Source: an optimization exercise on an open RTL-to-GDS flow (aim: small area). Production flows keep margins and buffers that such runs may drop. Function was checked by simulation only, so behaviour that the tests miss may differ from the original. Power is estimated from default activity; no workload was simulated.

==> inputs of job 6278 <==
==> flow/design.v <==
`timescale 1ns / 1ps
module CRC32_64bKEEP(
  input  [47:0] i_mac ,
  output [3 :0] o_hash
);
  assign o_hash[0] = ^(i_mac & 48'h1b48df01d104) ^ 1'b1;
  assign o_hash[1] = ^(i_mac & 48'h3690be03a209) ^ 1'b1;
  assign o_hash[2] = ^(i_mac & 48'h6d207d074413);
  assign o_hash[3] = ^(i_mac & 48'hda40fa0e8826);
endmodule
`timescale 1ns / 1ps
module Hash_locating#(
    parameter       P_OUTPORT_WIDTH = 4     ,
    parameter       P_TABLE_DEPTH   = 16    ,
    parameter       P_MYTOR_ADDR    = 0
)(
    input                           i_clk               ,
    input                           i_rst               ,
    input  [47:0]                   i_update_dest_mac   ,
    input  [P_OUTPORT_WIDTH - 1:0]  i_update_outport    ,
    input                           i_update_flag       ,
    input                           i_update_valid      ,
    input                           i_seek_valid        ,
    input  [47:0]                   i_seek_dest_mac     ,
    input  [2 :0]                   i_seek_id           ,
    output [P_OUTPORT_WIDTH - 1:0]  o_seek_outport      ,
    output [2 + 1 :0]               o_seek_id           ,
    output                          o_seek_flag         ,
    output                          o_seek_valid
);
localparam W  = 44;                      
localparam PW = P_OUTPORT_WIDTH + 1;     
localparam SW = W + PW;                  
wire [3:0] w_hash_upd, w_hash_seek;
CRC32_64bKEEP crc_upd (.i_mac(i_update_dest_mac), .o_hash(w_hash_upd ));
CRC32_64bKEEP crc_seek(.i_mac(i_seek_dest_mac  ), .o_hash(w_hash_seek));
wire [3:0] w_bucket = i_update_valid ? w_hash_upd : w_hash_seek;
reg            r_phase;
reg            ri_update_valid;
reg  [15:0]    ri_bsel;          
reg  [SW-1:0]  ri_update_wr_n;   
reg  [W-1:0]   ri_seek_key;      
reg  [2:0]     ri_seek_id;
reg            ri_seek_hit_ok;   
reg            ri_seek_zero;     
wire [SW-1:0] w_entry = {i_update_outport, i_update_flag,
                         i_update_dest_mac[47:12], i_update_dest_mac[7:0]};
wire [W-1:0]  w_key   = {i_seek_dest_mac[47:12], i_seek_dest_mac[7:0]};
always @(posedge i_clk) begin
    if (i_rst)
        r_phase <= 1'b0;
    else
        r_phase <= !r_phase;
end
always @(posedge i_clk) begin
    ri_update_valid <= !i_rst && i_update_valid;
    ri_seek_hit_ok  <= !i_rst && i_seek_valid &&
                       (!i_update_valid || w_hash_upd == w_hash_seek);
    ri_seek_zero    <= !i_rst && i_seek_valid && i_seek_dest_mac == 48'd0;
    ri_bsel         <= 16'd1 << w_bucket;
    ri_update_wr_n  <= ~(w_entry ^ {SW{r_phase}});
    ri_seek_key     <= ~(w_key   ^ {W{r_phase}});
    ri_seek_id      <= i_seek_id;
end
reg  [2:0]    r_num   [0:15];    
reg           r_full  [0:15];    
wire [4*SW-1:0] w_bucket_data [0:15];
genvar gb, gs, gi;
generate for (gb = 0; gb < 16; gb = gb + 1) begin : g_bucket
    wire w_upd = ri_update_valid && ri_bsel[gb];
    always @(posedge i_clk) begin
        if (i_rst) begin
            r_num[gb]  <= 3'd0;
            r_full[gb] <= 1'b0;
        end else if (w_upd) begin
            r_num[gb]  <= {r_num[gb][2] ^ (r_num[gb][1] & r_num[gb][0]),
                           r_num[gb][1] ^ r_num[gb][0],
                           !r_num[gb][0]};
            if (r_num[gb] == 3'd3)
                r_full[gb] <= 1'b1;
        end
    end
    for (gs = 0; gs < 4; gs = gs + 1) begin : g_slot
        reg  [SW-1:0] r_slot;
        wire [SW-1:0] w_next;
        wire w_we = w_upd && r_num[gb] == gs;
        for (gi = 0; gi < SW; gi = gi + 1) begin : g_bit
            Hash_hold_cell u_cell (
                .i_q     (r_slot[gi]),
                .i_we    (w_we),
                .i_wr_n  (ri_update_wr_n[gi]),
                .i_hold  (!w_we),
                .o_next  (w_next[gi])
            );
        end
        always @(posedge i_clk)
            r_slot <= w_next;
        assign w_bucket_data[gb][gs*SW +: SW] = r_slot;
    end
end endgenerate
localparam RW = 4*SW + 4;        
wire [RW-1:0]   w_rd_all;
wire [4*SW-1:0] w_rd      = w_rd_all[4*SW-1:0];
wire [2:0]      w_rd_num  = w_rd_all[4*SW +: 3];
wire            w_rd_full = w_rd_all[4*SW + 3];
generate for (gi = 0; gi < RW; gi = gi + 1) begin : g_rd
    wire [15:0] w_in;
    for (gb = 0; gb < 16; gb = gb + 1) begin : g_in
        if (gi < 4*SW)
            assign w_in[gb] = w_bucket_data[gb][gi];
        else if (gi < 4*SW + 3)
            assign w_in[gb] = r_num[gb][gi - 4*SW];
        else
            assign w_in[gb] = r_full[gb];
    end
    wire [5:0] w_grp_n;
    for (gs = 0; gs < 5; gs = gs + 1) begin : g_grp
        Hash_aoi222 u_aoi (
            .i_a0(ri_bsel[3*gs]),   .i_b0(w_in[3*gs]),
            .i_a1(ri_bsel[3*gs+1]), .i_b1(w_in[3*gs+1]),
            .i_a2(ri_bsel[3*gs+2]), .i_b2(w_in[3*gs+2]),
            .o_y_n(w_grp_n[gs])
        );
    end
    assign w_grp_n[5] = !(ri_bsel[15] && w_in[15]);
    assign w_rd_all[gi] = !(&w_grp_n);
end endgenerate
wire [3:0] w_valid, w_match;
generate for (gs = 0; gs < 4; gs = gs + 1) begin : g_cmp
    assign w_valid[gs] = w_rd_full || w_rd_num[2] || (w_rd_num[1:0] > gs);
    assign w_match[gs] = w_valid[gs] ? (w_rd[gs*SW +: W] == ri_seek_key) && ri_seek_hit_ok
                                     : ri_seek_zero;
end endgenerate
wire          w_hit = |w_match;
wire [1:0]    w_first = w_match[0] ? 2'd0 :
                        w_match[1] ? 2'd1 :
                        w_match[2] ? 2'd2 : 2'd3;
wire [PW-1:0] w_first_pay   = w_rd[w_first*SW + W +: PW];
wire          w_first_valid = w_valid[w_first];
wire [PW-1:0] w_hit_pay     = w_first_valid ? w_first_pay ^ {PW{r_phase}} : {PW{1'b0}};
reg                          ro_seek_valid;
reg  [2:0]                   ro_seek_id;
reg  [PW-1:0]                ro_pay;
always @(posedge i_clk) begin
    if (i_rst || !w_hit) begin
        ro_seek_valid <= 1'b0;
        ro_seek_id    <= 3'd0;
        ro_pay        <= {PW{1'b0}};
    end else begin
        ro_seek_valid <= 1'b1;
        ro_seek_id    <= ri_seek_id;
        ro_pay        <= w_hit_pay;
    end
end
assign o_seek_outport = ro_pay[PW-1:1];
assign o_seek_flag    = ro_pay[0];
assign o_seek_id      = {ro_seek_id, ro_pay[0]};
assign o_seek_valid   = ro_seek_valid;
endmodule
module Hash_hold_cell(
    input  i_q    ,
    input  i_we   ,
    input  i_wr_n ,
    input  i_hold ,
    output o_next
);
assign o_next = !((i_q || i_we) && (i_wr_n || i_hold));
endmodule
module Hash_aoi222(
    input  i_a0, input i_b0,
    input  i_a1, input i_b1,
    input  i_a2, input i_b2,
    output o_y_n
);
assign o_y_n = !(i_a0 && i_b0 || i_a1 && i_b1 || i_a2 && i_b2);
endmodule
==> flow/flow/run.sh <==
#!/bin/bash
set -uo pipefail
export BUFFER_PORTS_ARGS="-buffer_cell sky130_fd_sc_hd__buf_1"
export CTS_ARGS="-sink_clustering_enable -repair_clock_nets -dont_use_dummy_load -sink_clustering_size 25 -sink_clustering_max_diameter 80 -buf_list sky130_fd_sc_hd__clkbuf_16"
bash standard.sh > standard.log 2>&1
==> flow/standard.sh <==
#!/bin/bash
# synth_recipe.tcl (not shown) runs the flow's synth.tcl, then flattens the netlist and writes it again
# the make line also repeats each setting of config.mk as NAME=value (left out here)
make -C /OpenROAD-flow-scripts/flow DESIGN_CONFIG=/design/flow/config.mk WORK_HOME=/design/flow/orfs CLKGATE_MAP_FILE= SYNTH_SCRIPT=/design/flow/synth_recipe.tcl "${@:-finish}"
==> flow/config.mk <==
export PLATFORM = sky130hd
export DESIGN_NAME = Hash_locating
export DESIGN_NICKNAME = Hash_locating
export VERILOG_FILES = /design/flow/design.v
export SDC_FILE = /design/flow/constraint.sdc
export NUM_CORES = 4
export LEC_CHECK = 0
export CAP_MARGIN = 20
export CORE_MARGIN = 2
export CORE_UTILIZATION = 55
export CTS_BUF_LIST = sky130_fd_sc_hd__clkbuf_16
export CTS_CLUSTER_DIAMETER = 80
export CTS_CLUSTER_SIZE = 25
export PLACE_DENSITY = 0.65
export SLEW_MARGIN = 20
export SYNTH_HIERARCHICAL = 1
export SYNTH_MINIMUM_KEEP_SIZE = 0
==> flow/constraint.sdc <==
create_clock -name core_clock -period 10.0 [get_ports {i_clk}]
set_input_delay 2.0000 -clock core_clock [delete_from_list [all_inputs] [get_ports {i_clk}]]
set_output_delay 2.0000 -clock core_clock [all_outputs]
set_load 0.01 [all_outputs]
==> inputs of job 356, as changes to job 6278 <==
--- a/flow/design.v
+++ b/flow/design.v
@@ -73,9 +73,7 @@
             r_num[gb]  <= 3'd0;
             r_full[gb] <= 1'b0;
         end else if (w_upd) begin
-            r_num[gb]  <= {r_num[gb][2] ^ (r_num[gb][1] & r_num[gb][0]),
-                           r_num[gb][1] ^ r_num[gb][0],
-                           !r_num[gb][0]};
+            r_num[gb]  <= r_num[gb] + 3'd1;
             if (r_num[gb] == 3'd3)
                 r_full[gb] <= 1'b1;
         end
==> flow/run.sh (new file) <==
#!/bin/bash
# synth_recipe.tcl (not shown) runs the flow's synth.tcl, then flattens the netlist and writes it again
# the make line also repeats each setting of config.mk as NAME=value (left out here)
make -C /OpenROAD-flow-scripts/flow DESIGN_CONFIG=/design/flow/config.mk WORK_HOME=/design/flow/orfs CLKGATE_MAP_FILE= SYNTH_SCRIPT=/design/flow/synth_recipe.tcl finish
removed: flow/flow/run.sh
removed: flow/standard.sh
==> results.txt <==
quantity                                                             job 6278     job 356
Number of global-route vias before repair                               92600       92200
Count of buffers not belonging to the clock network in the layout         393         368
Insertion delay of the later-clocked pin in the worst-skew pair       0.87 ns     0.88 ns
Final period utilization                                                65.8%       61.0%
Worst path setup slack after routing                                  3.42 ns     3.90 ns
Number of iterations in the first detailed-routing pass                    12          10
Run status                                   no timing/DRC/antenna violations  no timing/DRC/antenna violations
Power Dens Cells                                                   385 nW/um2  377 nW/um2
Placeable core region                                              195000 um2  193000 um2
Number of filler cells placed in the layout                             16100       15700
Number of antenna repair diodes                                            27          13
Placement-stage cell area                                          113000 um2  113000 um2
Count of mapped cells out of synthesis                                   9170        9099
Post-Synth Adder-Cell Area                                             0.932%      0.938%
Floorplan row count                                                       162         161
Tot Pwr                                                               45.1 mW     44.4 mW
CP Data Required Time                                                10.72 ns    10.78 ns
Crit-path slowest cell                                              a2111oi_2     dfxtp_4
Syn avg cell area                                                    11.7 um2    11.7 um2
Post-route cell area                                               117000 um2  118000 um2
Setup WS pre-CTS                                                      4.23 ns     4.30 ns
Tap cell count                                                           2542        2526
Clock-cell share of area                                                3.29%       3.69%
Die width                                                              446 um      444 um

-- re-timing with driven ports --
In the flow no input, the clock included, has a driving cell. The finished layouts below were timed again as built, in two steps. Step 1, drivers: a clkbuf_16 drives i_clk and a buf_2 each remaining input, both assumed. Step 2, shift: input delay + t, output delay - t, t = (earliest + latest rising clock arrival at the registers) / 2. This alone moves slack from input paths to output paths. a / b / c = ideal / step 1 / step 2; a / b = the first two.
run	t, ns	setup slack, ns	clock arrival spread, ns	pins driven straight from the clock port
job 6278	0.941	3.418 / 3.418 / 3.418	0.052 / 0.052	1
job 356	0.954	3.904 / 3.904 / 3.904	0.041 / 0.041	1
After both steps setup and hold are still met in every run listed.
